Background: an optimization exercise with open tools, aiming at small area, a short achievable clock period and few clock cycles. Do not read the settings as production practice.
The RTL was checked by simulation tests, not by an equivalence proof against the original design.
No activity file was given, so power comes from the tool's default toggle rates.

--- design/flow/design.v ---
module Register #(N = 16)
(
    input   logic           Clk, Reset,
    input   logic           Load,
    input   logic   [N-1:0] In,
    output  logic   [N-1:0] Out
);
    logic   [N-1:0] Next;
    always_ff @(posedge Clk) begin
        Out <= Next;
    end
    always_comb begin
        Next = Out;
        if (Reset)
            Next = {N{1'b0}};
        else if (Load)
            Next = In;
    end
endmodule
module RShiftRegister #(N = 16)
(
    input   logic           Clk, Reset,
    input   logic           Load,
    input   logic           ShiftEnable,
    input   logic           ShiftIn,
    input   logic   [N-1:0] In,
    output  logic           ShiftOut,
    output  logic   [N-1:0] Out
);
    logic   [N-1:0] Next;
    always_ff @(posedge Clk) begin
        Out <= Next;
    end
    always_comb begin
        Next = Out;
        if (Reset)
            Next = {N{1'b0}};
        else if (Load)
            Next = In;
        else if (ShiftEnable)
            Next = { ShiftIn, Out[N-1:1] };
    end
    assign ShiftOut = Out[0];
endmodule
module Mux_2to1 #(N = 16)
(
    input   logic           Select,
    input   logic   [N-1:0] In0, In1,
    output  logic   [N-1:0] Out
);
    always_comb begin
        case (Select)
            1'b0:   Out = In0;
            1'b1:   Out = In1;
        endcase
    end
endmodule
module Mux_4to1 #(N = 16)
(
    input   logic   [1:0]   Select,
    input   logic   [N-1:0] In0, In1, In2, In3,
    output  logic   [N-1:0] Out
);
    always_comb begin
        case (Select)
            2'b00:  Out = In0;
            2'b01:  Out = In1;
            2'b10:  Out = In2;
            2'b11:  Out = In3;
        endcase
    end
endmodule
module Mux_8to1 #(N = 16)
(
    input   logic   [2:0]   Select,
    input   logic   [N-1:0] In0, In1, In2, In3, In4, In5, In6, In7,
    output  logic   [N-1:0] Out
);
    always_comb begin
        case (Select)
            3'b000: Out = In0;
            3'b001: Out = In1;
            3'b010: Out = In2;
            3'b011: Out = In3;
            3'b100: Out = In4;
            3'b101: Out = In5;
            3'b110: Out = In6;
            3'b111: Out = In7;
        endcase
    end
endmodule
module DeMux_1to8 #(N = 16)
(
    input   logic   [2:0]   Select,
    input   logic   [N-1:0] In,
    output  logic   [N-1:0] Out0, Out1, Out2, Out3, Out4, Out5, Out6, Out7
);
    always_comb begin
        Out0 = {N{1'b0}};
        Out1 = {N{1'b0}};
        Out2 = {N{1'b0}};
        Out3 = {N{1'b0}};
        Out4 = {N{1'b0}};
        Out5 = {N{1'b0}};
        Out6 = {N{1'b0}};
        Out7 = {N{1'b0}};
        case (Select)
            3'b000: Out0 = In;
            3'b001: Out1 = In;
            3'b010: Out2 = In;
            3'b011: Out3 = In;
            3'b100: Out4 = In;
            3'b101: Out5 = In;
            3'b110: Out6 = In;
            3'b111: Out7 = In;
        endcase
    end
endmodule
module MuxOneHot_5to1 #(N = 16)
(
    input   logic   [4:0]   Select,
    input   logic   [N-1:0] In0, In1, In2, In3, In4,
    output  logic   [N-1:0] Out
);
    always_comb begin
        unique case (Select)
            5'b00001:   Out = In0;
            5'b00010:   Out = In1;
            5'b00100:   Out = In2;
            5'b01000:   Out = In3;
            5'b10000:   Out = In4;
            default:    Out = {N{1'b0}};
        endcase
    end
endmodule
module ALU
(
    input   logic   [1:0]   Fn,
    input   logic   [15:0]  A, B,
    output  logic   [15:0]  Out
);
    always_comb begin
        case (Fn)
            2'b00:  Out = A + B;     
            2'b01:  Out = A & B;     
            2'b10:  Out = ~A;        
            2'b11:  Out = A;         
        endcase
    end
endmodule
module RegisterFile
(
    input   logic           Clk, Reset,
    input   logic           LD_REG,              
    input   logic   [2:0]   DR, SR1, SR2,        
    input   logic   [15:0]  In,                  
    output  logic   [15:0]  SR1_Out, SR2_Out     
);
    logic           R0_Ld,  R1_Ld,  R2_Ld,  R3_Ld,  R4_Ld,  R5_Ld,  R6_Ld,  R7_Ld;
    logic   [15:0]  R0_In,  R1_In,  R2_In,  R3_In,  R4_In,  R5_In,  R6_In,  R7_In;
    logic   [15:0]  R0_Out, R1_Out, R2_Out, R3_Out, R4_Out, R5_Out, R6_Out, R7_Out;
    Register        _R0(.Clk(Clk), .Reset(Reset), .In(R0_In), .Out(R0_Out), .Load(R0_Ld));
    Register        _R1(.Clk(Clk), .Reset(Reset), .In(R1_In), .Out(R1_Out), .Load(R1_Ld));
    Register        _R2(.Clk(Clk), .Reset(Reset), .In(R2_In), .Out(R2_Out), .Load(R2_Ld));
    Register        _R3(.Clk(Clk), .Reset(Reset), .In(R3_In), .Out(R3_Out), .Load(R3_Ld));
    Register        _R4(.Clk(Clk), .Reset(Reset), .In(R4_In), .Out(R4_Out), .Load(R4_Ld));
    Register        _R5(.Clk(Clk), .Reset(Reset), .In(R5_In), .Out(R5_Out), .Load(R5_Ld));
    Register        _R6(.Clk(Clk), .Reset(Reset), .In(R6_In), .Out(R6_Out), .Load(R6_Ld));
    Register        _R7(.Clk(Clk), .Reset(Reset), .In(R7_In), .Out(R7_Out), .Load(R7_Ld));
    DeMux_1to8      _DRSelect
    (
        .In(In),
        .Out0(R0_In),
        .Out1(R1_In),
        .Out2(R2_In),
        .Out3(R3_In),
        .Out4(R4_In),
        .Out5(R5_In),
        .Out6(R6_In),
        .Out7(R7_In),
        .Select(DR)
    );
    DeMux_1to8 #(1) _LDSelect
    (
        .In(LD_REG),
        .Out0(R0_Ld),
        .Out1(R1_Ld),
        .Out2(R2_Ld),
        .Out3(R3_Ld),
        .Out4(R4_Ld),
        .Out5(R5_Ld),
        .Out6(R6_Ld),
        .Out7(R7_Ld),
        .Select(DR)
    );
    Mux_8to1        _SR1_OutMux
    (
        .In0(R0_Out),
        .In1(R1_Out),
        .In2(R2_Out),
        .In3(R3_Out),
        .In4(R4_Out),
        .In5(R5_Out),
        .In6(R6_Out),
        .In7(R7_Out),
        .Out(SR1_Out),
        .Select(SR1)
    );
    Mux_8to1        _SR2_OutMux
    (
        .In0(R0_Out),
        .In1(R1_Out),
        .In2(R2_Out),
        .In3(R3_Out),
        .In4(R4_Out),
        .In5(R5_Out),
        .In6(R6_Out),
        .In7(R7_Out),
        .Out(SR2_Out),
        .Select(SR2)
    );
endmodule
module Multiplier
(
    input   logic           Clk, Reset,
    input   logic           Run,
    input   logic   [7:0]   A, B,
    output  logic           Ready,
    output  logic   [15:0]  Out
);
    logic   [8:0]   Sum;             
    logic   [8:0]   MUL;             
    logic   [7:0]   A_Out, B_Out;    
    logic   [8:0]   A_Out_SEXT;      
    logic   [7:0]   AMUX_Out;        
    logic           A0;              
    logic           X;               
    logic           M;               
    logic           LD_A;            
    logic           LD_B;            
    logic           LD_MUL;          
    logic           LD_X;            
    logic           CLR_A;           
    logic           SH;              
    logic           AMUX;            
    logic           ADDMUX;          
    assign LD_X = M & LD_A;          
    assign AMUX = M;                 
    assign Out = { A_Out, B_Out };   
    RShiftRegister #(8) _A
    (
        .Clk(Clk),
        .Reset(Reset | CLR_A),   
        .In(AMUX_Out),
        .Out(A_Out),
        .Load(LD_A),             
        .ShiftIn(X),
        .ShiftOut(A0),
        .ShiftEnable(SH)
    );
    RShiftRegister #(8) _B
    (
        .Clk(Clk),
        .Reset(Reset),
        .In(B),
        .Out(B_Out),
        .Load(LD_B),             
        .ShiftIn(A0),
        .ShiftOut(M),
        .ShiftEnable(SH)
    );
    Register #(9)       _MUL
    (
        .Clk(Clk),
        .Reset(Reset),
        .In({ {1{A[7]}}, A }),    
        .Out(MUL),
        .Load(LD_MUL)
    );
    Register #(1)       _X
    (
        .Clk(Clk),
        .Reset(Reset | CLR_A),   
        .In(Sum[8]),
        .Out(X),
        .Load(LD_X)
    );
    Mux_2to1 #(8)       _AMUX
    (
        .In0(A_Out),
        .In1(Sum[7:0]),
        .Out(AMUX_Out),
        .Select(AMUX)
    );
    assign A_Out_SEXT = { {1{A_Out[7]}}, A_Out };    
    Mux_2to1 #(9)       _ADDMUX
    (
        .In0(A_Out_SEXT + MUL),  
        .In1(A_Out_SEXT - MUL),  
        .Out(Sum),
        .Select(ADDMUX)
    );
    logic   [3:0]   Counter, Counter_Next;
    logic           Done;
    enum logic [1:0]
    {
        Wait,
        Load,
        Multiply,
        Halt
    } State, Next_State;
    always_ff @(posedge Clk) begin
        if (Reset) begin
            Counter <= 4'h0;
            State <= Wait;
        end
        else begin
            Counter <= Counter_Next;
            State <= Next_State;
        end
    end
    always_comb begin
        Next_State = State;
        case (State)
            Wait:       Next_State = (Run) ? Load : Wait;
            Load:       Next_State = Multiply;
            Multiply:   Next_State = (Done) ? Halt : Multiply;
            Halt:       Next_State = Wait;
        endcase
    end
    always_comb begin
        CLR_A = 1'b0;
        LD_A = 1'b0;
        LD_B = 1'b0;
        LD_MUL = 1'b0;
        ADDMUX = 1'b0;
        SH = 1'b0;
        Ready = 1'b0;
        Done = 1'b0;
        Counter_Next = Counter;
        case (State)
            Wait: begin
            end
            Load: begin
                CLR_A = 1'b1;
                LD_B = 1'b1;
                LD_MUL = 1'b1;
                Counter_Next = 4'h0;
            end
            Multiply: begin
                if (Counter == 4'hE) begin
                    ADDMUX = 1'b1;
                end
                if (Counter == 4'hF) begin
                    Done = 1'b1;
                    SH = 1'b1;
                end
                else begin
                    Counter_Next = Counter + 4'h1;
                    if (Counter % 2 == 0)
                        LD_A = 1'b1;
                    else
                        SH = 1'b1;
                end
            end
            Halt: begin
                Ready = 1'b1;
            end
        endcase
    end
endmodule
module Datapath
(
    input   logic           Clk, Reset,
    input   logic   [15:0]  In,                                                   
    input   logic           LD_MAR, LD_MDR, LD_IR, LD_BEN, LD_REG, LD_CC, LD_PC,  
    input   logic           GatePC, GateMDR, GateMUL, GateALU, GateMARMUX,        
    input   logic           ADDR1MUX,                                             
    input   logic   [1:0]   ADDR2MUX, PCMUX, DRMUX, SR1MUX,                       
    input   logic           SR2MUX, MARMUX,                                       
    input   logic   [1:0]   ALUK,                                                 
    input   logic           MIO_EN,                                               
    input   logic           MUL_EN,                                               
    output  logic   [15:0]  Out,                                                  
    output  logic   [15:0]  Address,                                              
    output  logic           MUL_R,                                                
    output  logic           BEN,                                                  
    output  logic           IR_5,                                                 
	output  logic           IR_11,												  
    output  logic   [3:0]   IR_15_12,                                             
    output  logic   [15:0]  PC, IR,  
    input   logic   [15:0]  PC_In    
);
    logic   [15:0]  Bus;                                 
    logic   [3:0]   Gate;                                
    logic   [15:0]  MAR, MDR ;                    
    logic   [2:0]   SR1MUX_Out, DRMUX_Out;               
    logic   [15:0]  SR2MUX_Out;                          
    logic   [15:0]  MARMUX_Out, MDRMUX_Out, PCMUX_Out;   
    logic   [15:0]  ADDR1MUX_Out, ADDR2MUX_Out;          
    logic   [15:0]  ALU;                                 
    logic   [15:0]  MUL;                                 
    logic   [15:0]  SR1, SR2;                            
    logic           BEN_In;                              
    logic           N, Z, P;                             
    logic           N_In, Z_In, P_In;                    
    assign IR_5     = IR[5];
	assign IR_11	= IR[11];
    assign IR_15_12 = IR[15:12];
    assign Out      = MDR;                               
    assign Address  = MAR;                               
    assign N_In = Bus[15];
    assign Z_In = (Bus == 16'h0000) ? 1'b1 : 1'b0;
    assign P_In = ~N_In & ~Z_In;
    assign BEN_In = (IR[11] & N) | (IR[10] & Z) | (IR[9] & P);
    Register        _MAR
    (
        .Clk(Clk),
        .Reset(Reset),
        .In(Bus),
        .Out(MAR),
        .Load(LD_MAR)
    );
    Register        _MDR
    (
        .Clk(Clk),
        .Reset(Reset),
        .In(MDRMUX_Out),
        .Out(MDR),
        .Load(LD_MDR)
    );
    Register        _IR
    (
        .Clk(Clk),
        .Reset(Reset),
        .In(Bus),
        .Out(IR),
        .Load(LD_IR)
    );
    Register        _PC
    (
        .Clk(Clk),
        .Reset(Reset),
        .In(PCMUX_Out),
        .Out(PC),
        .Load(LD_PC)
    );
    Register #(1)   _BEN
    (
        .Clk(Clk),
        .Reset(Reset),
        .In(BEN_In),
        .Out(BEN),
        .Load(LD_BEN)
    );
    Register #(1)   _N
    (
        .Clk(Clk),
        .Reset(Reset),
        .In(N_In),
        .Out(N),
        .Load(LD_CC)
    );
    Register #(1)   _Z
    (
        .Clk(Clk),
        .Reset(Reset),
        .In(Z_In),
        .Out(Z),
        .Load(LD_CC)
    );
    Register #(1)   _P
    (
        .Clk(Clk),
        .Reset(Reset),
        .In(P_In),
        .Out(P),
        .Load(LD_CC)
    );
    RegisterFile    _GenPurposeRegs
    (
        .Clk(Clk),
        .Reset(Reset),
        .In(Bus),
        .LD_REG(LD_REG),
        .DR(DRMUX_Out),
        .SR1(SR1MUX_Out),
        .SR2(IR[2:0]),
        .SR1_Out(SR1),
        .SR2_Out(SR2)
    );
    ALU             _ALU
    (
        .A(SR1),
        .B(SR2MUX_Out),
        .Fn(ALUK),
        .Out(ALU)
    );
    Multiplier      _MUL
    (
        .Clk(Clk),
        .Reset(Reset),
        .A(SR1[7:0]),
        .B(SR2MUX_Out[7:0]),
        .Out(MUL),
        .Run(MUL_EN),
        .Ready(MUL_R)
    );
    Mux_4to1 #(3)   _DRMUX
    (
        .In0(IR[11:9]),
        .In1(3'b111),
        .In2(3'b110),
        .In3(3'b000),    
        .Out(DRMUX_Out),
        .Select(DRMUX)
    );
    Mux_4to1 #(3)   _SR1MUX
    (
        .In0(IR[11:9]),
        .In1(IR[8:6]),
        .In2(3'b110),
        .In3(3'b000),    
        .Out(SR1MUX_Out),
        .Select(SR1MUX)
    );
    Mux_2to1        _SR2MUX
    (
        .In0(SR2),
        .In1({ {11{IR[4]}}, IR[4:0] }),  
        .Out(SR2MUX_Out),
        .Select(SR2MUX)
    );
    Mux_4to1        _PCMUX
    (
        .In0(PC + 16'd1),
        .In1(Bus),
        .In2(ADDR1MUX_Out + ADDR2MUX_Out),
        .In3(PC_In),      
        .Out(PCMUX_Out),
        .Select(PCMUX)
    );
    Mux_2to1        _ADDR1MUX
    (
        .In0(PC),
        .In1(SR1),
        .Out(ADDR1MUX_Out),
        .Select(ADDR1MUX)
    );
    Mux_4to1        _ADDR2MUX
    (
        .In0(16'h0000),
        .In1({ {10{IR[ 5]}}, IR[ 5:0] }),    
        .In2({ { 7{IR[ 8]}}, IR[ 8:0] }),    
        .In3({ { 5{IR[10]}}, IR[10:0] }),    
        .Out(ADDR2MUX_Out),
        .Select(ADDR2MUX)
    );
    Mux_2to1        _MARMUX
    (
        .In0({ {8{1'b0}}, IR[7:0] }),        
        .In1(ADDR1MUX_Out + ADDR2MUX_Out),
        .Out(MARMUX_Out),
        .Select(MARMUX)
    );
    Mux_2to1        _MDRMUX
    (
        .In0(Bus),
        .In1(In),
        .Out(MDRMUX_Out),
        .Select(MIO_EN)
    );
    MuxOneHot_5to1  _GateMux
    (
        .In0(MARMUX_Out),
        .In1(ALU),
        .In2(MUL),
        .In3(MDR),
        .In4(PC),
        .Out(Bus),
        .Select({ GatePC, GateMDR, GateMUL, GateALU, GateMARMUX })
    );
endmodule
module ControlUnit
(
    input   logic           Clk, Reset,
    input   logic           Run, Continue, Step,
    input   logic           DoHalt,
    input   logic           MUL_R,
    input   logic           BEN,
    input   logic           IR_5,
    input   logic           IR_11,
    input   logic   [3:0]   IR_15_12,
    output  logic           LD_MAR, LD_MDR, LD_IR, LD_BEN, LD_REG, LD_CC, LD_PC,
    output  logic           GatePC, GateMDR, GateMUL, GateALU, GateMARMUX,
    output  logic           ADDR1MUX,
    output  logic   [1:0]   ADDR2MUX, PCMUX, DRMUX, SR1MUX,
    output  logic           SR2MUX, MARMUX,
    output  logic   [1:0]   ALUK,
    output  logic           MIO_EN, R_W,
    output  logic           MUL_EN,
    output  logic           Halted, Paused, InvalidOp,   
    output  logic   [3:0]   Opcode   
);
    assign Opcode = IR_15_12;
    assign SR2MUX = IR_5;
    enum logic [7:0]
    {
        State_00        = 8'd0,
        State_01        = 8'd1,
        State_02        = 8'd2,
        State_03        = 8'd3,
        State_04        = 8'd4,
        State_05        = 8'd5,
        State_06        = 8'd6,
        State_07        = 8'd7,
        State_09        = 8'd9,
        State_10        = 8'd10,
        State_11        = 8'd11,
        State_12        = 8'd12,
        State_13        = 8'd013,
        State_13_nR     = 8'd113,
        State_13_R      = 8'd213,
        State_14        = 8'd14,
        State_15        = 8'd15,
        State_16_nR1    = 8'd016,    
        State_16_nR2    = 8'd116,
        State_16_R      = 8'd216,    
        State_18        = 8'd18,
        State_20        = 8'd20,
        State_21        = 8'd21,
        State_22        = 8'd22,
        State_23        = 8'd23,
        State_24_nR1    = 8'd024,
        State_24_nR2    = 8'd124,
        State_24_R      = 8'd224,
        State_25_nR1    = 8'd025,
        State_25_nR2    = 8'd125,
        State_25_R      = 8'd225,
        State_26        = 8'd26,
        State_27        = 8'd27,
        State_28_nR1    = 8'd028,
        State_28_nR2    = 8'd128,
        State_28_R      = 8'd228,
        State_29_nR1    = 8'd029,
        State_29_nR2    = 8'd129,
        State_29_R      = 8'd229,
        State_30        = 8'd30,
        State_31        = 8'd31,
        State_32        = 8'd32,
        State_33_nR1    = 8'd033,
        State_33_nR2    = 8'd133,
        State_33_R      = 8'd233,
        State_35        = 8'd35,
        INVALID         = 8'd253,
        START           = 8'd254,
        HALT            = 8'd255
    } State, Next_State;
    always_ff @(posedge Clk) begin
        if (Reset || DoHalt)
            State <= HALT;
        else
            State <= Next_State;
    end
    always_comb begin
        Next_State = State;      
        case (State)
            State_18:       Next_State = State_33_nR1;
            State_33_nR1:   Next_State = State_33_nR2;
            State_33_nR2:   Next_State = State_33_R;
            State_33_R:     Next_State = State_35;
            State_35: begin
                if (Step && ~Continue)
                    Next_State = State_35;
                else
                    Next_State = State_32;
            end
            State_32: begin
                if (Step && Continue)
                    Next_State = State_32;
                else begin
                    case (Opcode)
                        4'b0000:    Next_State = State_00;       
                        4'b0001:    Next_State = State_01;       
                        4'b0010:    Next_State = State_02;       
                        4'b0011:    Next_State = State_03;       
                        4'b0100:    Next_State = State_04;       
                        4'b0101:    Next_State = State_05;       
                        4'b0110:    Next_State = State_06;       
                        4'b0111:    Next_State = State_07;       
                        4'b1001:    Next_State = State_09;       
                        4'b1010:    Next_State = State_10;       
                        4'b1011:    Next_State = State_11;       
                        4'b1100:    Next_State = State_12;       
                        4'b1101:    Next_State = State_13;       
                        4'b1110:    Next_State = State_14;       
                        4'b1111:    Next_State = State_15;       
                        default:    Next_State = INVALID;        
                    endcase
                end
            end
            State_00:       Next_State = (BEN) ? State_22 : State_18;    
            State_22:       Next_State = State_18;
            State_01:       Next_State = State_18;
            State_02:       Next_State = State_25_nR1;
            State_03:       Next_State = State_23;
            State_04:       Next_State = (IR_11) ? State_21 : State_20;  
            State_20:       Next_State = State_18;
            State_21:       Next_State = State_18;
            State_05:       Next_State = State_18;
            State_06:       Next_State = State_25_nR1;
            State_07:       Next_State = State_23;
            State_09:       Next_State = State_18;
            State_10:       Next_State = State_24_nR1;
            State_24_nR1:   Next_State = State_24_nR2;
            State_24_nR2:   Next_State = State_24_R;
            State_24_R:     Next_State = State_26;
            State_26:       Next_State = State_25_nR1;
            State_11:       Next_State = State_29_nR1;
            State_29_nR1:   Next_State = State_29_nR2;
            State_29_nR2:   Next_State = State_29_R;
            State_29_R:     Next_State = State_31;
            State_31:       Next_State = State_23;
            State_12:       Next_State = State_18;
            State_13:       Next_State = State_13_nR;
            State_13_nR:    Next_State = (MUL_R) ? State_13_R : State_13_nR;
            State_13_R:     Next_State = State_18;
            State_14:       Next_State = State_18;
            State_15:       Next_State = State_28_nR1;
            State_28_nR1:   Next_State = State_28_nR2;
            State_28_nR2:   Next_State = State_28_R;
            State_28_R:     Next_State = State_30;
            State_30:       Next_State = State_18;
            State_23:       Next_State = State_16_nR1;
            State_16_nR1:   Next_State = State_16_nR2;
            State_16_nR2:   Next_State = State_16_R;
            State_16_R:     Next_State = State_18;
            State_25_nR1:   Next_State = State_25_nR2;
            State_25_nR2:   Next_State = State_25_R;
            State_25_R:     Next_State = State_27;
            State_27:       Next_State = State_18;
            INVALID: begin
                if (Continue)
                    Next_State = HALT;
                else
                    Next_State = INVALID;
            end
            START: begin
                if (~Run)
                    Next_State = State_18;
                else
                    Next_State = START;
            end
            HALT: begin
                if (Run)
                    Next_State = START;
                else
                    Next_State = HALT;
            end
        endcase
    end
    always_comb begin
        LD_MAR      = 1'b0;
        LD_MDR      = 1'b0;
        LD_IR       = 1'b0;
        LD_BEN      = 1'b0;
        LD_REG      = 1'b0;
        LD_CC       = 1'b0;
        LD_PC       = 1'b0;
        GatePC      = 1'b0;
        GateMDR     = 1'b0;
        GateMUL     = 1'b0;
        GateALU     = 1'b0;
        GateMARMUX  = 1'b0;
        ADDR1MUX    = 1'b0;
        ADDR2MUX    = 2'b00;
        PCMUX       = 2'b00;
        DRMUX       = 2'b00;
        SR1MUX      = 2'b00;
        MARMUX      = 1'b0;
        ALUK        = 2'b00;
        MIO_EN      = 1'b0;
        R_W         = 1'b0;
        MUL_EN      = 1'b0;
        Halted      = 1'b0;
        Paused      = 1'b0;
        InvalidOp   = 1'b0;
        case (State)
            State_18: begin 
                GatePC = 1'b1;       
                LD_MAR = 1'b1;       
                PCMUX = 2'b00;       
                LD_PC = 1'b1;        
            end
            State_33_nR1:
                MIO_EN = 1'b1;       
            State_33_nR2:
                MIO_EN = 1'b1;       
            State_33_R: begin 
                MIO_EN = 1'b1;       
                LD_MDR = 1'b1;       
            end
            State_35: begin 
                GateMDR = 1'b1;      
                LD_IR = 1'b1;        
                Paused = 1'b1;
            end
            State_32:
                LD_BEN = 1'b1;       
            State_00: begin
            end
            State_22: begin
                ADDR1MUX = 1'b0;
                ADDR2MUX = 2'b10;
                PCMUX = 2'b10;
                LD_PC = 1'b1;
            end
            State_01: begin
                DRMUX = 2'b00;
                SR1MUX = 2'b01;
                ALUK = 2'b00;
                GateALU = 1'b1;
                LD_REG = 1'b1;
                LD_CC = 1'b1;
            end
            State_02: begin
                ADDR1MUX = 1'b0;
                ADDR2MUX = 2'b10;
                MARMUX = 1'b1;
                GateMARMUX = 1'b1;
                LD_MAR = 1'b1;
            end
            State_03: begin
                ADDR1MUX = 1'b0;
                ADDR2MUX = 2'b10;
                MARMUX = 1'b1;
                GateMARMUX = 1'b1;
                LD_MAR = 1'b1;
            end
            State_04: begin
                DRMUX = 2'b01;
                GatePC = 1'b1;
                LD_REG = 1'b1;
            end
            State_20: begin
                SR1MUX = 2'b01;
                ADDR1MUX = 1'b1;
                ADDR2MUX = 2'b00;
                PCMUX = 2'b10;
                LD_PC = 1'b1;
            end
            State_21: begin
                PCMUX = 2'b10;
                ADDR1MUX = 1'b0;
                ADDR2MUX = 2'b11;
                LD_PC = 1'b1;
            end
            State_05: begin
                DRMUX = 2'b00;
                SR1MUX = 2'b01;
                ALUK = 2'b01;
                GateALU = 1'b1;
                LD_REG = 1'b1;
                LD_CC = 1'b1;
            end
            State_06: begin
                SR1MUX = 2'b01;
                ADDR1MUX = 1'b1;
                ADDR2MUX = 2'b01;
                MARMUX = 1'b1;
                GateMARMUX = 1'b1;
                LD_MAR = 1'b1;
            end
            State_07: begin
                SR1MUX = 2'b01;
                ADDR1MUX = 1'b1;
                ADDR2MUX = 2'b01;
                MARMUX = 1'b1;
                GateMARMUX = 1'b1;
                LD_MAR = 1'b1;
            end
            State_09: begin
                DRMUX = 2'b00;
                SR1MUX = 2'b01;
                ALUK = 2'b10;
                GateALU = 1'b1;
                LD_REG = 1'b1;
                LD_CC = 1'b1;
            end
            State_10: begin
                ADDR1MUX = 1'b0;
                ADDR2MUX = 2'b10;
                MARMUX = 1'b1;
                GateMARMUX = 1'b1;
                LD_MAR = 1'b1;
            end
            State_24_nR1: begin
                MIO_EN = 1'b1;
            end
            State_24_nR2: begin
                MIO_EN = 1'b1;
            end
            State_24_R: begin
                MIO_EN = 1'b1;
                LD_MDR = 1'b1;
            end
            State_26: begin
                GateMDR = 1'b1;
                LD_MAR = 1'b1;
            end
            State_11: begin
                ADDR1MUX = 1'b0;
                ADDR2MUX = 2'b10;
                MARMUX = 1'b1;
                GateMARMUX = 1'b1;
                LD_MAR = 1'b1;
            end
            State_29_nR1: begin
                MIO_EN = 1'b1;
            end
            State_29_nR2: begin
                MIO_EN = 1'b1;
            end
            State_29_R: begin
                MIO_EN = 1'b1;
                LD_MDR = 1'b1;
            end
            State_31: begin
                LD_MAR = 1'b1;
                GateMDR = 1'b1;
            end
            State_12: begin
                SR1MUX = 2'b01;
                ADDR1MUX = 1'b1;
                ADDR2MUX = 2'b00;
                PCMUX = 2'b10;
                LD_PC = 1'b1;
            end
            State_13: begin
                SR1MUX = 2'b01;
                MUL_EN = 1'b1;
            end
            State_13_nR: begin
                SR1MUX = 2'b01;
            end
            State_13_R: begin
                DRMUX = 2'b00;
                GateMUL = 1'b1;
                LD_REG = 1'b1;
                LD_CC = 1'b1;
            end
            State_14: begin
                DRMUX = 2'b00;
                ADDR1MUX = 1'b0;
                ADDR2MUX = 2'b10;
                MARMUX = 1'b1;
                GateMARMUX = 1'b1;
                LD_REG = 1'b1;
                LD_CC = 1'b1;
            end
            State_15: begin
                MARMUX = 1'b0;
                GateMARMUX = 1'b1;
                LD_MAR = 1'b1;
            end
            State_28_nR1: begin
                MIO_EN = 1'b1;
                DRMUX = 2'b01;
                GatePC = 1'b1;
                LD_REG = 1'b1;
            end
            State_28_nR2: begin
                MIO_EN = 1'b1;
                DRMUX = 2'b01;
                GatePC = 1'b1;
                LD_REG = 1'b1;
            end
            State_28_R: begin
                MIO_EN = 1'b1;
                DRMUX = 2'b01;
                GatePC = 1'b1;
                LD_REG = 1'b1;
                LD_MDR = 1'b1;
            end
            State_30: begin
                GateMDR = 1'b1;
                PCMUX = 2'b01;
                LD_PC = 1'b1;
            end
            State_23: begin
                SR1MUX = 2'b00;
                ALUK = 2'b11;
                GateALU = 1'b1;
                LD_MDR = 1'b1;
            end
            State_16_nR1: begin
                MIO_EN = 1'b1;
                R_W = 1'b1;
            end
            State_16_nR2: begin
                MIO_EN = 1'b1;
                R_W = 1'b1;
            end
            State_16_R: begin
                MIO_EN = 1'b0;
                R_W = 1'b0;
            end
            State_25_nR1: begin
                MIO_EN = 1'b1;
            end
            State_25_nR2: begin
                MIO_EN = 1'b1;
            end
            State_25_R: begin
                MIO_EN = 1'b1;
                LD_MDR = 1'b1;
            end
            State_27: begin
                GateMDR = 1'b1;
                LD_REG = 1'b1;
                LD_CC = 1'b1;
            end
            INVALID:
                InvalidOp = 1'b1;
            HALT: begin
                Halted = 1'b1;
                PCMUX = 2'b11;   
                LD_PC = 1'b1;
                LD_CC = 1'b1;
            end
        endcase
    end
endmodule
module MemoryControlUnit
(
    input   logic           Clk, Reset,
    input   logic           MIO_EN,
    input   logic           R_W,
    input   logic   [15:0]  Address,
    input   logic   [15:0]  Data_FromSRAM,
    input   logic   [15:0]  Data_FromCPU,
    input   logic   [15:0]  Data_FromKeyboard,
    input   logic           Keypress,
    input   logic           DisplayReady,
    output  logic           DisplayWE,
    output  logic           Mem_CE, Mem_OE, Mem_WE,
    output  logic           Mem_LB, Mem_UB,
    output  logic           DoHalt,
    output  logic   [15:0]  Data_ToSRAM,
    output  logic   [15:0]  Data_ToCPU,
    output  logic   [15:0]  Data_ToVideo
);
    logic           LD_KBSR;
    logic           LD_DDR;
    logic           LD_DSR;
    logic           CLR_KBSR;
    logic           CLR_DSR;
    logic   [15:0]  KBDR, KBSR;
    logic   [15:0]  DDR, DSR;
    logic           DisplayWE_Out;
    assign LD_KBSR = Keypress && Data_FromKeyboard != 16'h0000;
    assign LD_DSR = DisplayReady;
    logic   [1:0]   INMUX;
    assign Data_ToSRAM = Data_FromCPU;
    assign Data_ToVideo = DDR;
    assign Mem_CE = 1'b1;
    assign Mem_LB = 1'b1;
    assign Mem_UB = 1'b1;
    always_ff @(posedge Clk) begin
        if (Reset)
            DisplayWE <= 1'b0;
        else
            DisplayWE <= DisplayWE_Out;
    end
    always_comb begin
        CLR_KBSR        = 1'b0;
        CLR_DSR         = 1'b0;
        LD_DDR          = 1'b0;
        INMUX           = 2'b00;
        Mem_OE          = 1'b0;
        Mem_WE          = 1'b0;
        DisplayWE_Out   = 1'b0;
        DoHalt          = 1'b0;
        unique case (Address)
            16'hFE00: begin
                if (MIO_EN) begin
                    INMUX = 2'b01;
                end
            end
            16'hFE02: begin
                if (MIO_EN && !R_W) begin
                    INMUX = 2'b10;
                    CLR_KBSR = 1'b1;
                end
            end
            16'hFE04: begin
                if (MIO_EN && !R_W) begin
                    INMUX = 2'b11;
                end
            end
            16'hFE06: begin
                if (MIO_EN && R_W) begin
                    LD_DDR = 1'b1;
                    CLR_DSR = 1'b1;
                    DisplayWE_Out = 1'b1;
                end
            end
            16'hFFFF: begin
                if (MIO_EN && R_W)
                    DoHalt = 1'b1;
            end
            default : begin
                if (MIO_EN) begin
                    if (R_W)
                        Mem_WE = 1'b1;
                    else begin
                        Mem_OE = 1'b1;
                        INMUX = 2'b00;
                    end
                end
            end
        endcase
    end
    Register        _KBDR
    (
        .Clk(Clk),
        .Reset(Reset),
        .In(Data_FromKeyboard),
        .Out(KBDR),
        .Load(~KBSR[15])
    );
    Register        _KBSR
    (
        .Clk(Clk),
        .Reset(Reset | CLR_KBSR),
        .In(16'h8000),
        .Out(KBSR),
        .Load(LD_KBSR)
    );
    Register        _DDR
    (
        .Clk(Clk),
        .Reset(Reset),
        .In(Data_FromCPU),
        .Out(DDR),
        .Load(LD_DDR)
    );
    Register        _DSR
    (
        .Clk(Clk),
        .Reset(Reset | CLR_DSR),
        .In(16'h8000),
        .Out(DSR),
        .Load(LD_DSR)
    );
    Mux_4to1        _INMUX
    (
        .In0(Data_FromSRAM),
        .In1(KBSR),
        .In2(KBDR),
        .In3(DSR),
        .Out(Data_ToCPU),
        .Select(INMUX)
    );
endmodule
module Synchronizer #(N = 1)
(
    input   logic           Clk,
    input   logic   [N-1:0] In,
    output  logic   [N-1:0] Out
);
    always_ff @(posedge Clk) begin
        Out <= In;
    end
endmodule
module elc3_core
(
    input   logic           clk,
    input   logic           reset,
    input   logic           run,
    input   logic           cont,
    input   logic           step,
    input   logic   [15:0]  start_pc,
    output  logic           halted,
    output  logic           paused,
    output  logic           invalid_op,
    output  logic   [15:0]  pc,
    output  logic   [15:0]  ir,
    output  logic   [15:0]  mem_addr,
    output  logic           mem_oe,
    output  logic           mem_we,
    output  logic   [15:0]  mem_wdata,
    input   logic   [15:0]  mem_rdata,
    input   logic   [7:0]   key_data,
    input   logic           key_valid,
    input   logic           disp_ready,
    output  logic           disp_we,
    output  logic   [7:0]   disp_data
);
    logic s_halt, s_f, s_e, s_p, s_ml, s_ms, s_mi, s_mt, s_inv;
    logic n_halt, n_f, n_e, n_p, n_ml, n_ms, n_mi, n_mt, n_inv;
    logic [15:0] PC, A, IR, WD;
    logic [7:0][15:0] R;
    logic N, Z, P;
    assign P = ~N & ~Z;
    logic [2:0] pdr;         
    logic       pst;         
    logic       oe, we, dwe, haltf;
    logic [1:0] rsel;        
    logic io_hi, io_kbsr, io_kbdr, io_dsr, io_ddr, io_halt, io_any;
    assign io_hi   = A[15:9] == 7'h7F;
    assign io_kbsr = io_hi & A[8:0] == 9'h000;
    assign io_kbdr = io_hi & A[8:0] == 9'h002;
    assign io_dsr  = io_hi & A[8:0] == 9'h004;
    assign io_ddr  = io_hi & A[8:0] == 9'h006;
    assign io_halt = io_hi & A[8:0] == 9'h1FF;
    assign io_any  = io_hi & ((A[8:3] == 6'd0 & ~A[0]) | A[8:0] == 9'h1FF);
    assign oe    = ~s_ms & ~io_any;
    assign we    = s_ms & ~io_any;
    assign dwe   = s_ms & io_ddr;
    assign haltf = io_halt;
    assign rsel  = io_kbdr ? 2'd2 : io_dsr ? 2'd3 : (io_kbsr | io_ddr | io_halt) ? 2'd1 : 2'd0;
    logic       kbsr, dsr;
    assign halted     = s_halt;
    assign paused     = s_p;
    assign invalid_op = s_inv;
    assign pc         = PC;
    assign ir         = IR;
    assign mem_addr   = A;
    assign mem_oe     = oe;
    assign mem_we     = we;
    assign mem_wdata  = WD;
    assign disp_we    = dwe;
    assign disp_data  = WD[7:0];
    logic [15:0] mem_in;
    always_comb begin
        case (rsel)
            2'd0: mem_in = mem_rdata;
            2'd1: mem_in = {kbsr, 15'd0};
            2'd2: mem_in = {8'd0, key_data};
            default: mem_in = {dsr, 15'd0};
        endcase
    end
    logic [3:0] op;
    assign op = IR[15:12];
    logic o_br, o_add, o_ld, o_st, o_jsr, o_and, o_ldr, o_str, o_rti, o_not,
          o_ldi, o_sti, o_jmp, o_mul, o_lea, o_trap;
    assign o_br   = op == 4'd0;
    assign o_add  = op == 4'd1;
    assign o_ld   = op == 4'd2;
    assign o_st   = op == 4'd3;
    assign o_jsr  = op == 4'd4;
    assign o_and  = op == 4'd5;
    assign o_ldr  = op == 4'd6;
    assign o_str  = op == 4'd7;
    assign o_rti  = op == 4'd8;
    assign o_not  = op == 4'd9;
    assign o_ldi  = op == 4'd10;
    assign o_sti  = op == 4'd11;
    assign o_jmp  = op == 4'd12;
    assign o_mul  = op == 4'd13;
    assign o_lea  = op == 4'd14;
    assign o_trap = op == 4'd15;
    logic [2:0]  sr2a;       
    logic [15:0] sr1, sr2, op2;
    assign sr1  = R[IR[8:6]];
    assign sr2  = R[sr2a];
    assign op2  = IR[5] ? {{11{IR[4]}}, IR[4:0]} : sr2;
    logic        pd_base_sr1, pd_sr2;
    logic [15:0] base, offs, immv, sum;
    logic [3:0]  pd_imm;     
    assign immv = ({16{pd_imm[0]}} & {{11{IR[4]}}, IR[4:0]}) |
                  ({16{pd_imm[1]}} & {{10{IR[5]}}, IR[5:0]}) |
                  ({16{pd_imm[2]}} & {{7{IR[8]}}, IR[8:0]}) |
                  ({16{pd_imm[3]}} & {{5{IR[10]}}, IR[10:0]});
    assign offs = pd_sr2 ? sr2 : immv;
    assign base = pd_base_sr1 ? sr1 : PC;
    add16 u_add (.a(base), .b(offs), .s(sum));
    logic [15:0] a_xor_b, a_or_b;
    assign a_xor_b = base ^ offs;
    assign a_or_b  = base | offs;
    logic [1:0]  mcnt;
    logic        mlast;
    logic [2:0]  mdig;
    logic        b_one, b_two, b_neg;
    logic [9:0]  mh, mpp, mhn;
    logic [15:0] prod;
    assign mlast = mcnt == 2'd3;
    always_comb begin
        case (mcnt)
            2'd0: mdig = {op2[1:0], 1'b0};
            2'd1: mdig = op2[3:1];
            2'd2: mdig = op2[5:3];
            default: mdig = op2[7:5];
        endcase
    end
    assign b_one = mdig[1] ^ mdig[0];
    assign b_two = (mdig[2] & ~mdig[1] & ~mdig[0]) | (~mdig[2] & mdig[1] & mdig[0]);
    assign b_neg = mdig[2] & ~(mdig[1] & mdig[0]);
    assign mh    = (mcnt == 2'd0) ? 10'd0 : WD[15:6];
    assign mpp   = ((b_one ? {{2{sr1[7]}}, sr1[7:0]} : 10'd0) |
                    (b_two ? {sr1[7], sr1[7:0], 1'b0} : 10'd0)) ^ {10{b_neg}};
    add10 u_madd (.a(mh), .b(mpp), .cin(b_neg), .s(mhn));
    assign prod  = {mhn, WD[5:0]};
    logic [15:0] eres, andv;
    logic        sel_sum, sel_and, sel_not, sel_mul, sel_pc, sel_ld;
    assign andv    = sr1 & op2;
    assign sel_ld  = s_ml & ~reset;
    assign sel_and = s_e & o_and & ~reset;
    assign sel_not = s_e & o_not & ~reset;
    assign sel_mul = s_e & o_mul & ~reset;
    assign sel_pc  = s_e & (o_jsr | o_trap) & ~reset;
    assign sel_sum = s_e & (o_add | o_lea) & ~reset;
    assign eres = ({16{sel_and}} & andv) | ({16{sel_not}} & ~sr1) |
                  ({16{sel_mul}} & prod) | ({16{sel_pc}} & PC);
    logic z_sum, z_oth;
    assign z_sum = &(~(a_xor_b ^ {a_or_b[14:0], 1'b0}));    
    assign z_oth = ~|(eres | ({16{sel_ld}} & mem_in));
    logic ben;
    assign ben = (IR[11] & N) | (IR[10] & Z) | (IR[9] & P);
    logic e_mem, e_redirect, e_wr, e_cc;
    assign e_mem      = o_ld | o_st | o_ldr | o_str | o_ldi | o_sti;
    assign e_redirect = (o_br & ben) | o_jmp | (o_jsr & (IR[11] | IR[8:6] != 3'd7));
    assign e_wr       = o_add | o_and | o_not | o_mul | o_lea | o_jsr | o_trap;
    assign e_cc       = o_add | o_and | o_not | o_mul | o_lea;
    logic        wr_en, cc_en;
    logic [2:0]  wr_a;
    logic [15:0] wr_d;
    assign wr_en = (s_e & e_wr & (~o_mul | mlast)) | s_ml;
    assign cc_en = (s_e & e_cc & (~o_mul | mlast)) | s_ml;
    assign wr_a  = s_ml ? pdr : ((o_jsr | o_trap) ? 3'd7 : IR[11:9]);
    assign wr_d  = eres | ({16{sel_ld}} & mem_in) | ({16{sel_sum}} & sum);
    logic [15:0] PC1;
    inc16 u_inc (.a(PC), .s(PC1));
    logic [15:0] nA, nPC;
    logic refetch;
    logic a_start, a_pc1, a_sum, a_pc, a_min, a_vect, a_hold;
    assign refetch = A == PC;
    assign a_start = s_halt;
    assign a_pc1   = (s_f & ~run) | s_ml | (s_ms & ~haltf & ~refetch) |
                     (s_e & ~o_rti & ~o_trap & ~e_mem & ~e_redirect & (~o_mul | mlast));
    assign a_sum   = s_e & ~o_rti & ~o_trap & (e_mem | e_redirect);
    assign a_pc    = s_ms & ~haltf & refetch;
    assign a_min   = s_mi | s_mt;
    assign a_vect  = s_e & o_trap;
    assign a_hold  = ~(a_start | a_pc1 | a_sum | a_pc | a_min | a_vect);
    assign nPC = ({16{a_start}} & start_pc) | ({16{a_pc1}} & PC1) |
                 ({16{a_sum & e_redirect}} & sum) | ({16{s_mt}} & mem_in);
    assign nA = ({16{a_start}} & start_pc) | ({16{a_pc1}} & PC1) | ({16{a_sum}} & sum) |
                ({16{a_pc}} & PC) | ({16{a_min}} & mem_in) | ({16{a_vect}} & {8'd0, IR[7:0]}) |
                ({16{a_hold}} & A);
    logic        ld_ir, ld_pc;
    always_comb begin
        n_halt = 1'b0; n_f = 1'b0; n_e = 1'b0; n_p = 1'b0; n_ml = 1'b0;
        n_ms = 1'b0; n_mi = 1'b0; n_mt = 1'b0; n_inv = 1'b0;
        ld_ir = 1'b0;
        ld_pc = 1'b0;
        if (s_halt) begin
            ld_pc = 1'b1;
            if (run) n_f = 1'b1; else n_halt = 1'b1;
        end
        if (s_f) begin
            ld_ir = 1'b1;
            if (run) n_f = 1'b1;
            else begin
                ld_pc = 1'b1;
                if (step) n_p = 1'b1; else n_e = 1'b1;
            end
        end
        if (s_p) begin
            if (cont) n_e = 1'b1; else n_p = 1'b1;
        end
        if (s_e) begin
            if (o_rti) n_inv = 1'b1;
            else if (o_trap) begin
                n_mt = 1'b1;
            end else if (e_mem) begin
                ld_ir = 1'b1;
                if (o_ldi | o_sti) n_mi = 1'b1;
                else if (o_ld | o_ldr) n_ml = 1'b1;
                else n_ms = 1'b1;
            end else if (e_redirect) begin
                ld_pc = 1'b1;
                n_f = 1'b1;
            end else if (o_mul & ~mlast) begin
                n_e = 1'b1;
            end else begin
                ld_pc = 1'b1; ld_ir = 1'b1;
                if (step) n_p = 1'b1; else n_e = 1'b1;
            end
        end
        if (s_ml) begin
            ld_pc = 1'b1;
            if (step) n_p = 1'b1; else n_e = 1'b1;
        end
        if (s_ms) begin
            if (haltf) n_halt = 1'b1;
            else if (refetch) begin
                n_f = 1'b1;      
            end else begin
                ld_pc = 1'b1;
                if (step) n_p = 1'b1; else n_e = 1'b1;
            end
        end
        if (s_mi) begin
            if (pst) n_ms = 1'b1; else n_ml = 1'b1;
        end
        if (s_mt) begin
            ld_pc = 1'b1;
            n_f = 1'b1;
        end
        if (s_inv) begin
            if (cont) n_halt = 1'b1; else n_inv = 1'b1;
        end
    end
    always_ff @(posedge clk) begin
        if (reset) begin
            s_halt <= 1'b1; s_f <= 1'b0; s_e <= 1'b0; s_p <= 1'b0; s_ml <= 1'b0;
            s_ms <= 1'b0; s_mi <= 1'b0; s_mt <= 1'b0; s_inv <= 1'b0;
        end else begin
            s_halt <= n_halt; s_f <= n_f; s_e <= n_e; s_p <= n_p; s_ml <= n_ml;
            s_ms <= n_ms; s_mi <= n_mi; s_mt <= n_mt; s_inv <= n_inv;
        end
        A <= nA;
        if (ld_pc) PC <= nPC;
        if (ld_ir) begin
            IR   <= mem_in;
            sr2a <= (mem_in[13] & mem_in[12]) ? mem_in[11:9] : mem_in[2:0];
            pd_sr2 <= mem_in[15:12] == 4'd1 && !mem_in[5];
            pd_imm[0] <= mem_in[15:12] == 4'd1;
            pd_imm[1] <= mem_in[15:12] == 4'd6 || mem_in[15:12] == 4'd7;
            pd_imm[2] <= mem_in[15:12] != 4'd1 && mem_in[15:12] != 4'd6 &&
                         mem_in[15:12] != 4'd7 && mem_in[15:12] != 4'd4 &&
                         mem_in[15:12] != 4'd12;
            pd_imm[3] <= mem_in[15:12] == 4'd4 && mem_in[11];
            pd_base_sr1 <= mem_in[15:12] == 4'd1 || mem_in[15:12] == 4'd6 ||
                           mem_in[15:12] == 4'd7 || mem_in[15:12] == 4'd12 ||
                           (mem_in[15:12] == 4'd4 && !mem_in[11]);
        end
        if (s_e & e_mem) begin
            pdr <= IR[11:9];
            pst <= o_sti;
        end
        if (s_e & e_mem)
            WD <= sr2;
        else if (s_e & o_mul)
            WD <= {mhn[9], mhn[9], mhn[9:2], mhn[1:0], WD[5:2]};
        mcnt <= (s_e & o_mul) ? mcnt + 2'd1 : 2'd0;
    end
    always_ff @(posedge clk) begin
        if (s_halt) begin
            N <= 1'b0; Z <= 1'b1;
        end else if (cc_en) begin
            N <= wr_d[15];
            Z <= sel_sum ? z_sum : z_oth;
        end
    end
    logic [15:0] wr_d0;
    assign wr_d0 = wr_d;     
    genvar gi;
    generate
        for (gi = 0; gi < 8; gi++) begin : g_r
            always_ff @(posedge clk)
                if (reset | (wr_en & wr_a == gi)) R[gi] <= wr_d0;
        end
    endgenerate
    always_ff @(posedge clk) begin
        if (reset | (s_mi | s_ml | s_mt | s_f | s_e) & rsel == 2'd2)
            kbsr <= 1'b0;
        else if (key_valid && key_data != 8'd0)
            kbsr <= 1'b1;
        if (reset | dwe)
            dsr <= 1'b0;
        else if (disp_ready)
            dsr <= 1'b1;
    end
endmodule
module add16
(
    input   logic   [15:0]  a, b,
    output  logic   [15:0]  s
);
    logic [15:0] g0, p0, g1, p1, g2, p2, g3, p3, g4;
    assign g0 = a & b;
    assign p0 = a ^ b;
    assign g1 = g0 | (p0 & {g0[14:0], 1'b0});
    assign p1 = p0 & {p0[14:0], 1'b0};
    assign g2 = g1 | (p1 & {g1[13:0], 2'b0});
    assign p2 = p1 & {p1[13:0], 2'b0};
    assign g3 = g2 | (p2 & {g2[11:0], 4'b0});
    assign p3 = p2 & {p2[11:0], 4'b0};
    assign g4 = g3 | (p3 & {g3[7:0], 8'b0});
    assign s  = p0 ^ {g4[14:0], 1'b0};
endmodule
module add10
(
    input   logic   [9:0]   a, b,
    input   logic           cin,
    output  logic   [9:0]   s
);
    logic [10:0] g0, p0, g1, p1, g2, p2, g3, p3, g4;
    assign g0 = {a & b, cin};
    assign p0 = {a ^ b, 1'b0};
    assign g1 = g0 | (p0 & {g0[9:0], 1'b0});
    assign p1 = p0 & {p0[9:0], 1'b0};
    assign g2 = g1 | (p1 & {g1[8:0], 2'b0});
    assign p2 = p1 & {p1[8:0], 2'b0};
    assign g3 = g2 | (p2 & {g2[6:0], 4'b0});
    assign p3 = p2 & {p2[6:0], 4'b0};
    assign g4 = g3 | (p3 & {g3[2:0], 8'b0});
    assign s  = p0[10:1] ^ g4[9:0];
endmodule
module inc16
(
    input   logic   [15:0]  a,
    output  logic   [15:0]  s
);
    logic [15:0] c1, c2, c4, c8;
    assign c1 = {a[14:0], 1'b1};
    assign c2 = c1 & {c1[14:0], 1'b1};
    assign c4 = c2 & {c2[13:0], 2'b11};
    assign c8 = c4 & {c4[11:0], 4'hF};
    assign s  = a ^ (c8 & {c8[7:0], 8'hFF});
endmodule
--- design/flow/flow/run.sh ---
#!/bin/bash
set -euo pipefail
export SETUP_SLACK_MARGIN=5.6
export BUFFER_PORTS_ARGS="-buffer_cell sky130_fd_sc_hd__buf_2"
bash standard.sh > standard.log 2>&1
--- design/flow/standard.sh ---
#!/bin/bash
# synth_recipe.tcl (not shown) runs the flow's synth.tcl, then flattens the netlist and writes it again
# the make line also repeats each setting of config.mk as NAME=value (left out here)
make -C /OpenROAD-flow-scripts/flow DESIGN_CONFIG=/design/flow/config.mk WORK_HOME=/design/flow/orfs CLKGATE_MAP_FILE= SYNTH_SCRIPT=/design/flow/synth_recipe.tcl "${@:-finish}"
--- design/flow/config.mk ---
export PLATFORM = sky130hd
export DESIGN_NAME = elc3_core
export DESIGN_NICKNAME = elc3_core
export VERILOG_FILES = /design/flow/design.v
export SDC_FILE = /design/flow/constraint.sdc
export NUM_CORES = 4
export LEC_CHECK = 0
export ABC_AREA = 1
export CAP_MARGIN = 5
export CORE_MARGIN = 2
export CORE_UTILIZATION = 55
export PLACE_DENSITY = 0.72
export SLEW_MARGIN = 5
export TNS_END_PERCENT = 100
--- design/flow/constraint.sdc ---
create_clock -name core_clock -period 10.0 [get_ports {clk}]
set_input_delay 2.0000 -clock core_clock [delete_from_list [all_inputs] [get_ports {clk}]]
set_output_delay 2.0000 -clock core_clock [all_outputs]
set_load 0.01 [all_outputs]
==> results of run 1 <==
[power groups by stage]
stage | sequential (mW) | combinational, mW | clock [mW]
after floorplan | 1.11 | 0.399 | 0
after global placement | 1.12 | 0.579 | 0
after detailed placement | 1.12 | 0.585 | 0
after CTS | 1.10 | 0.599 | 0.867
after global routing | 1.11 | 0.716 | 0.908
final | 1.11 | 0.666 | 0.871
[final cells by class]
class,count,area (sq um)
clock buffer,31,648
clock inverter,15,109
fill,2373,9710
inverter,304,1210
multi-input combinational,1307,7160
sequential,220,6300
tap,341,427
timing repair buffer,174,1150
timing repair inverter,2,17.5
[cells by family after synthesis]
| logic type | count (synthesis) |
|---|---|
| buffers and inverters | 389 |
| AND/OR/NAND/NOR | 748 |
| AO/OA/AOI/OAI | 472 |
| adder cells (fa/ha/maj) | 46 |
| XOR/XNOR | 41 |
| flip-flops | 220 |
[per-layer routing]
metal	vias up	track usage [%]	wire, um
met5	-	0	13
met4	2	13.1	2180
met3	170	7.92	6620
met2	1058	53.0	23000
met1	6996	49.8	21200
li1	6717	-	-
[worst max-delay path: stages]
cell and delay [ns]:
sky130_fd_sc_hd__buf_2 0.19, sky130_fd_sc_hd__nor2_2 0.25, sky130_fd_sc_hd__nand2_1 0.12, sky130_fd_sc_hd__nor2_2 0.27
sky130_fd_sc_hd__inv_1 0.23, sky130_fd_sc_hd__nor2_4 0.25, sky130_fd_sc_hd__inv_1 0.20, sky130_fd_sc_hd__nor3b_1 0.31
sky130_fd_sc_hd__nor2_1 0.10, sky130_fd_sc_hd__nand2_1 0.07, sky130_fd_sc_hd__nor2_1 0.04, sky130_fd_sc_hd__nand2_1 0.05
sky130_fd_sc_hd__nor2_1 0.07, sky130_fd_sc_hd__nand3_1 0.08, sky130_fd_sc_hd__nor2_1 0.05, sky130_fd_sc_hd__nand2_1 0.07
sky130_fd_sc_hd__nor2_1 0.07, sky130_fd_sc_hd__nand3_1 0.08, sky130_fd_sc_hd__nor2_1 0.04, sky130_fd_sc_hd__nand2_1 0.06
sky130_fd_sc_hd__nand2_1 0.06, sky130_fd_sc_hd__nand2_1 0.05, sky130_fd_sc_hd__nand2_1 0.04
[flip-flops by register name, indices dropped and copies added (netlist names), 2 cells and up]
| signal | flops |
|---|---|
| R | 128 |
| A | 16 |
| IR | 16 |
| PC | 16 |
| WD | 16 |
| pd_imm | 4 |
| pdr | 3 |
| sr2a | 3 |
| mcnt | 2 |
[cells in the mapped netlist (7+ instances only)]
cell type	count
sky130_fd_sc_hd__a211oi_1	9
sky130_fd_sc_hd__a21oi_1	152
sky130_fd_sc_hd__a221oi_1	7
sky130_fd_sc_hd__a22oi_1	9
sky130_fd_sc_hd__a32oi_1	8
sky130_fd_sc_hd__buf_2	25
sky130_fd_sc_hd__buf_4	13
sky130_fd_sc_hd__clkbuf_1	38
sky130_fd_sc_hd__dfxtp_1	31
sky130_fd_sc_hd__edfxtp_1	189
sky130_fd_sc_hd__ha_1	45
sky130_fd_sc_hd__inv_1	291
sky130_fd_sc_hd__inv_2	11
sky130_fd_sc_hd__nand2_1	388
sky130_fd_sc_hd__nand2_2	12
sky130_fd_sc_hd__nand3_1	139
sky130_fd_sc_hd__nand3_2	7
sky130_fd_sc_hd__nand4_1	7
sky130_fd_sc_hd__nor2_1	151
sky130_fd_sc_hd__nor3_1	22
sky130_fd_sc_hd__o2111ai_1	9
sky130_fd_sc_hd__o211ai_1	31
sky130_fd_sc_hd__o21ai_0	172
sky130_fd_sc_hd__o21ai_1	11
sky130_fd_sc_hd__o221ai_1	16
sky130_fd_sc_hd__o22ai_1	17
sky130_fd_sc_hd__xnor2_1	10
sky130_fd_sc_hd__xor2_1	31
[worst paths after layout]
kind	to	startpoint
hold / removal	mcnt[0]	mcnt[0]
hold reg to reg	mcnt[0]	mcnt[0]
setup / recovery	Z	reset
setup reg to reg	Z	sr2a[2]
[placed cells by master, fill, tap and decap left out, drive strengths merged, types with 7 or more instances in the layout]
master	instances
a211oi	9
a32oi	8
nand4	7
o21ai	185
a22oi	9
nor3	22
a221oi	7
o2111ai	9
xnor2	10
inv	301
nor2	156
edfxtp	189
o211ai	34
clkbuf	35
a21oi	154
ha	45
dfxtp	31
clkinv	17
o22ai	17
nand3	147
o221ai	16
nand2	400
buf	170
xor2	31
[what timing repair did]
item,CTS,global route
gates cloned,0,9
setup endpoints to repair,130,81
buffers inserted,4,19
pin swaps,0,17
hold endpoints to repair,0,0
gates resized for setup,36,69
==> flow_metrics.env, run 1 <==
export IMPL_clock_group_share_of_total_power_pct=32.9
export IMPL_syn_area_sq_mm=0.0148
export IMPL_timing_final_hold_violations=0
export IMPL_async_reset_ff_share_pct=0
export IMPL_power_report_internal_total_mw=1.75
export IMPL_critPathMaxFanout=11
export IMPL_syn_area_per_cell_sq_um=7.73
export IMPL_drc=0
export IMPL_period_share_pct=43.0
export IMPL_yosysWarningCount=1
export IMPL_yosysUniqueCellTypes=60
export IMPL_power_after_layout_mw=2.64
export IMPL_final_min_clock_period_ns=4.30
export IMPL_dpl_hpwl_mm=36.6
export IMPL_rr_worst_depth=26
export IMPL_std_cell_rows=60
export IMPL_syn_nets=2009
export IMPL_synth_top_area_cell="sky130_fd_sc_hd__edfxtp_1"
export IMPL_synth_mux_area_fraction_pct=0
export IMPL_powerDensity_mw_per_mm2=155
export IMPL_height_of_the_die_um=168
export IMPL_gp_congestion=1.04
export IMPL_worstPathArrival_ns=4.75
export IMPL_synth_top_cells_by_area="sky130_fd_sc_hd__edfxtp_1 38%, sky130_fd_sc_hd__nand2_1 9.8%, sky130_fd_sc_hd__inv_1 7.4%"
export IMPL_worst_setup_path_type="primary input to register"
export IMPL_irDropWorstVdd_uv=122
export IMPL_via_count_of_the_first_global_routing_pass=13127
export IMPL_final_core_utilization_pct=63.7
export IMPL_tightestPinTransition_ns=1.29
export IMPL_antenna_found_initial=2
export IMPL_main_combinational_cell_family_by_area_after_synthesis="simple AND/OR/NAND/NOR gates"
export IMPL_setup_total_negative_slack_ns=0
export IMPL_design_final_nets=2127
export IMPL_firstDrtPassIters=6
export IMPL_timing_reg2reg_setup_slack_ns=5.71
export IMPL_critical_path_startpoint_type="primary input"
export IMPL_synth_largest_type_area_fraction_pct=38.3
export IMPL_place_ws_ns=4.59
export IMPL_core_area_sq_mm=0.0267
export IMPL_numClockSinks=220
export IMPL_fmax_ghz=0.233
export IMPL_finalSetupViolations=0
export IMPL_combinationalPowerShare_pct=25.2
export IMPL_port_buffer_count=124
export IMPL_design_die_area_sq_mm=0.0282
export IMPL_io_pin_count=125
export IMPL_layout_cells_non_filler=2394
export IMPL_insertedDiodeCount=0
export IMPL_cts_buffers_inserted=25
export IMPL_initial_utilization_pct=55.4
export IMPL_worst_setup_margin_ns=5.70
export IMPL_netSwitchingFraction_pct=33.7
export IMPL_cts_root_buf="sky130_fd_sc_hd__clkbuf_16"
export IMPL_p_switching_mw=0.890
export IMPL_hold_ws_ns=0.467
export IMPL_ratio_of_cells_with_drive_above_1_in_the_final_layout_pct=15.6
export IMPL_synth_adder_area_share_pct=3.94
export IMPL_clock_insertion_delay_worst_skew_ns=0.57
export IMPL_clock_path_buffers=3
export IMPL_count_of_flip_flops_with_a_built_in_enable_after_synthesis=189
export IMPL_synthesis_instances=1916
export IMPL_ys_seq_area_share_pct=42.5
export IMPL_place_inst=2316
export IMPL_grt_remaining_overflow=0
export IMPL_cts_hold_fix_bufs=0
export IMPL_synth_ff_latch_count=220
export IMPL_synth_compound_area_share_pct=18.8
export IMPL_largest_net_degree_at_the_start_of_global_routing=93
export IMPL_placed_instance_area_sq_mm=0.0156
export IMPL_crit_required_ns=10.45
export IMPL_ys_flop_type="sky130_fd_sc_hd__edfxtp_1"
export IMPL_min_path_cells=1
export IMPL_dr_first_iter_drc_count=2392
export IMPL_clk_pin_slew_worst_paths_ns=0.06
export IMPL_synth_xor_xnor_area_share_pct=2.43
export IMPL_fp_dieW_um=168
export IMPL_final_slew_violations=0
export IMPL_routed_wl_mm=53.1
export IMPL_static_leakage_power_nw=7.60
export IMPL_share_seq_of_total_power_pct=41.9
export IMPL_grt_first_pass_wirelength_mm=75.8
export IMPL_worstSetupEndpointType="register"
export IMPL_wire_per_inst_um=22.2
export IMPL_relative_slew_margins_pct=12.8
export IMPL_area_growth_pct=14.9
export IMPL_fin_area_sq_mm=0.0170
export IMPL_cap_violations=0
export IMPL_fin_worst_skew_ns=0.0188
export IMPL_tritoncts="done"
export IMPL_status="complete, no violations"
export IMPL_track_usage_pct=35.2
export IMPL_synth_simple_area_share_pct=21.6
export IMPL_holdCritPathClass="register to register"
export IMPL_vias_per_cell=6.24
export IMPL_vias=14943
export IMPL_clock_tree_htree_level_count=1
export IMPL_rsz_0062_raised_after_global_routing="yes"
export IMPL_detail_route_antenna_nets=0
Testbench counts, summed over its fixed seeds: cycles 232,092.
==> run 2, diff against run 1 <==
==> design/flow/config.mk (replaced) <==
export PLATFORM = sky130hd
export DESIGN_NAME = elc3_core
export DESIGN_NICKNAME = elc3_core
export VERILOG_FILES = /design/flow/design.v
export SDC_FILE = /design/flow/constraint.sdc
export NUM_CORES = 4
export LEC_CHECK = 0
export ABC_AREA = 1
export CAP_MARGIN = 20
export CORE_MARGIN = 2
export CORE_UTILIZATION = 60
export PLACE_DENSITY = 0.75
export SLEW_MARGIN = 20
export TNS_END_PERCENT = 100
==> run 2 against run 1 <==
Against the previous run: still clean; synthesized area unchanged; highest routed layer is now met4; global-route usage rose by 3.8 points; non-clock buffer count increased by 16.
==> flow_metrics.env, run 2 <==
export IMPL_powerDensity_mw_per_mm2=152
export IMPL_initial_utilization_pct=61.1
export IMPL_static_leakage_power_nw=7.70
export IMPL_worstPathArrival_ns=4.80
export IMPL_final_slew_violations=0
export IMPL_vias=15162
export IMPL_syn_area_sq_mm=0.0148
export IMPL_critPathMaxFanout=8
export IMPL_tightestPinTransition_ns=1.30
export IMPL_synth_adder_area_share_pct=3.94
export IMPL_largest_register_ff_count=128
export IMPL_io_pin_count=125
export IMPL_fin_area_sq_mm=0.0174
export IMPL_tritoncts="done"
export IMPL_numClockSinks=220
export IMPL_yosysWarningCount=1
export IMPL_count_leader_synth="sky130_fd_sc_hd__nand2_1"
export IMPL_async_reset_ff_share_pct=0
export IMPL_top_register="R"
export IMPL_timing_final_hold_violations=0
export IMPL_firstDrtPassIters=8
export IMPL_gp_congestion=1.05
export IMPL_ratio_of_cells_with_drive_above_1_in_the_final_layout_pct=17.7
export IMPL_rsz_0062_raised_after_global_routing="yes"
export IMPL_worst_setup_path_type="register to register"
export IMPL_power_after_layout_mw=2.65
export IMPL_crit_path_top_delay_cell="sky130_fd_sc_hd__edfxtp_1"
export IMPL_ys_flop_type="sky130_fd_sc_hd__edfxtp_1"
export IMPL_status="complete, no violations"
export IMPL_place_ws_ns=4.62
export IMPL_cts_hold_fix_bufs=0
export IMPL_relative_slew_margins_pct=12.4
export IMPL_synth_xor_xnor_area_share_pct=2.43
export IMPL_cts_buffers_inserted=25
export IMPL_count_of_flip_flops_with_a_built_in_enable_after_synthesis=189
export IMPL_area_of_combinational_cells_with_multiple_inputs_sq_mm=0.00737
export IMPL_dr_first_iter_drc_count=2354
export IMPL_synth_commonest_cells="388 x sky130_fd_sc_hd__nand2_1, 291 x sky130_fd_sc_hd__inv_1, 189 x sky130_fd_sc_hd__edfxtp_1, 172 x sky130_fd_sc_hd__o21ai_0, 152 x sky130_fd_sc_hd__a21oi_1"
export IMPL_clock_tree_htree_level_count=1
export IMPL_dpl_hpwl_mm=36.9
export IMPL_synth_simple_area_share_pct=21.6
export IMPL_synth_ff_latch_count=220
export IMPL_antenna_found_initial=2
export IMPL_wire_per_inst_um=22.7
export IMPL_finalSetupViolations=0
export IMPL_grt_remaining_overflow=0
export IMPL_synthesis_instances=1916
export IMPL_critical_path_top_cell_by_count="sky130_fd_sc_hd__nand2_1"
export IMPL_worst_setup_margin_ns=5.68
export IMPL_irDropWorstVdd_uv=131
export IMPL_crit_required_ns=10.48
export IMPL_cts_root_buf="sky130_fd_sc_hd__clkbuf_16"
export IMPL_placed_instance_area_sq_mm=0.0156
export IMPL_mostFrequentLayoutCell="sky130_fd_sc_hd__nand2_1"
export IMPL_setup_total_negative_slack_ns=0
export IMPL_synth_top_cells_by_area="sky130_fd_sc_hd__edfxtp_1 38%, sky130_fd_sc_hd__nand2_1 9.8%, sky130_fd_sc_hd__inv_1 7.4%"
export IMPL_port_buffer_count=124
export IMPL_std_cell_rows=57
export IMPL_final_min_clock_period_ns=4.32
export IMPL_fin_worst_skew_ns=0.0199
export IMPL_layout_common_cells="359 x sky130_fd_sc_hd__nand2_1, 283 x sky130_fd_sc_hd__inv_1, 189 x sky130_fd_sc_hd__edfxtp_1"
export IMPL_design_die_area_sq_mm=0.0260
export IMPL_ys_seq_area_share_pct=42.5
export IMPL_clock_path_buffers=3
export IMPL_yosysUniqueCellTypes=60
export IMPL_fmax_ghz=0.232
export IMPL_synth_top_area_cell="sky130_fd_sc_hd__edfxtp_1"
export IMPL_clk_pin_slew_worst_paths_ns=0.06
export IMPL_layout_area_seq_sq_mm=0.00630
export IMPL_via_count_of_the_first_global_routing_pass=13549
export IMPL_core_area_sq_mm=0.0242
export IMPL_fp_dieW_um=161
export IMPL_n_fill_cell=1950
export IMPL_largest_net_degree_at_the_start_of_global_routing=93
export IMPL_period_share_pct=43.2
export IMPL_height_of_the_die_um=161
export IMPL_vias_per_cell=6.34
export IMPL_synth_mux_area_fraction_pct=0
export IMPL_critical_path_max_stage_delay_ns=0.47
export IMPL_design_final_nets=2144
export IMPL_routed_wl_mm=54.3
export IMPL_grt_first_pass_wirelength_mm=77.6
export IMPL_timing_reg2reg_setup_slack_ns=5.68
export IMPL_worstSetupEndpointType="register"
export IMPL_synth_largest_type_area_fraction_pct=38.3
export IMPL_clock_insertion_delay_worst_skew_ns=0.55
export IMPL_syn_area_per_cell_sq_um=7.73
export IMPL_synth_compound_area_share_pct=18.8
export IMPL_main_combinational_cell_family_by_area_after_synthesis="simple AND/OR/NAND/NOR gates"
export IMPL_critical_path_startpoint_type="register"
export IMPL_syn_nets=2009
export IMPL_drc=0
export IMPL_detail_route_antenna_nets=0
export IMPL_area_growth_pct=17.3
export IMPL_track_usage_pct=38.9
export IMPL_cap_violations=0
export IMPL_holdCritPathClass="register to register"
-- run 2: cell counts after synthesis --
Identical to the previous run, type by type.
-- run 2: per-stage QoR --
step           hold slack (ns)  cells  utilization (%)
3_5_place_dp             0.467   2301             64.3
3_3_place_gp             0.449   2301             64.3
6_report                 0.467   2393             71.6
2_1_floorplan            0.433   1916                -
5_1_grt                  0.503   2392             71.6
4_1_cts                  0.477   2349             68.0
-- run 2: power breakdown --
part / switching (mW) / total [mW] / internal (mW)
Sequential: 0.0530 / 1.10 / 1.05
Combinational: 0.469 / 0.702 / 0.232
Clock: 0.384 / 0.843 / 0.459
-- run 2: per-layer routing --
| layer | routed length, um | track usage (%) | vias up |
|---|---|---|---|
| met4 | 3000 | 17.0 | 0 |
| met3 | 7770 | 9.58 | 221 |
| met2 | 23800 | 60.4 | 1181 |
| met1 | 19700 | 52.2 | 7002 |
| met5 | 0 | 0 | - |
| li1 | - | - | 6758 |
-- run 2: final timing paths --
check,end,cells past startpoint,start
setup / recovery,Z,35,sr2a[0]
hold / removal,mcnt[0],1,mcnt[0]
setup reg to reg,Z,35,sr2a[0]
hold reg to reg,mcnt[0],1,mcnt[0]
-- run 2: logic make-up after synthesis --
logic type,after synthesis
AND/OR/NAND/NOR,748
buffers and inverters,389
flip-flops,220
AO/OA/AOI/OAI,472
XOR/XNOR,41
adder cells (fa/ha/maj),46
-- run 2: layout make-up --
| type | instances | area share [%] |
|---|---|---|
| repair inverters | 2 | 0.187 |
| multi-input cells | 1308 | 42.4 |
| clock inverters | 15 | 0.511 |
| repair buffers | 190 | 7.53 |
| clock buffers | 29 | 3.69 |
| flip-flops and latches | 220 | 36.2 |
| inverters | 304 | 7.05 |
| well taps | 324 | 2.33 |
| diodes | 1 | 0.0144 |
-- run 2: critical path: cells and delay by family, from the launching register on --
family	cells	cell delay (ns)
buffers and inverters	5	0.65
DFF	1	0.47
adders and majority gates	2	0.46
and+or+nand+nor	28	2.65
-- run 2: timing repair --
action | CTS | global route
endpoints found under the setup margin | 146 | 72
buffers inserted | 4 | 32
pin swaps | 1 | 39
gates resized for setup | 36 | 124
gates cloned | 0 | 11

==> re-timing with driven ports <==
Ports are ideal in the flow. The routed layouts listed here were re-timed in OpenROAD.
Step 1, drivers: a clkbuf_16 drives clk and a buf_2 each remaining input, both assumed.
Step 2 moves the port delays by t, midway between the first and last clock arrival at a register: inputs arrive t later, outputs are due t later. That takes back most of the time a late clock gives input paths.
Slacks: ideal ports / drivers / drivers and shift; pairs: ideal ports / drivers.
| run | shift t [ns] | setup slack, ns | worst setup path at the end | slew at the worst register clock pin (ns) |
|---|---|---|---|---|
| run 1 | 0.613 | 5.702 / 5.712 / 5.125 | input to register | 0.07 / 0.07 |
| run 2 | 0.592 | 5.684 / 5.684 / 5.201 | input to register | 0.07 / 0.07 |
After both steps setup and hold are still met in every run listed. The setup slack of run 1, which loses most, moves by +0.010 ns with the drivers and by -0.577 ns with both steps.
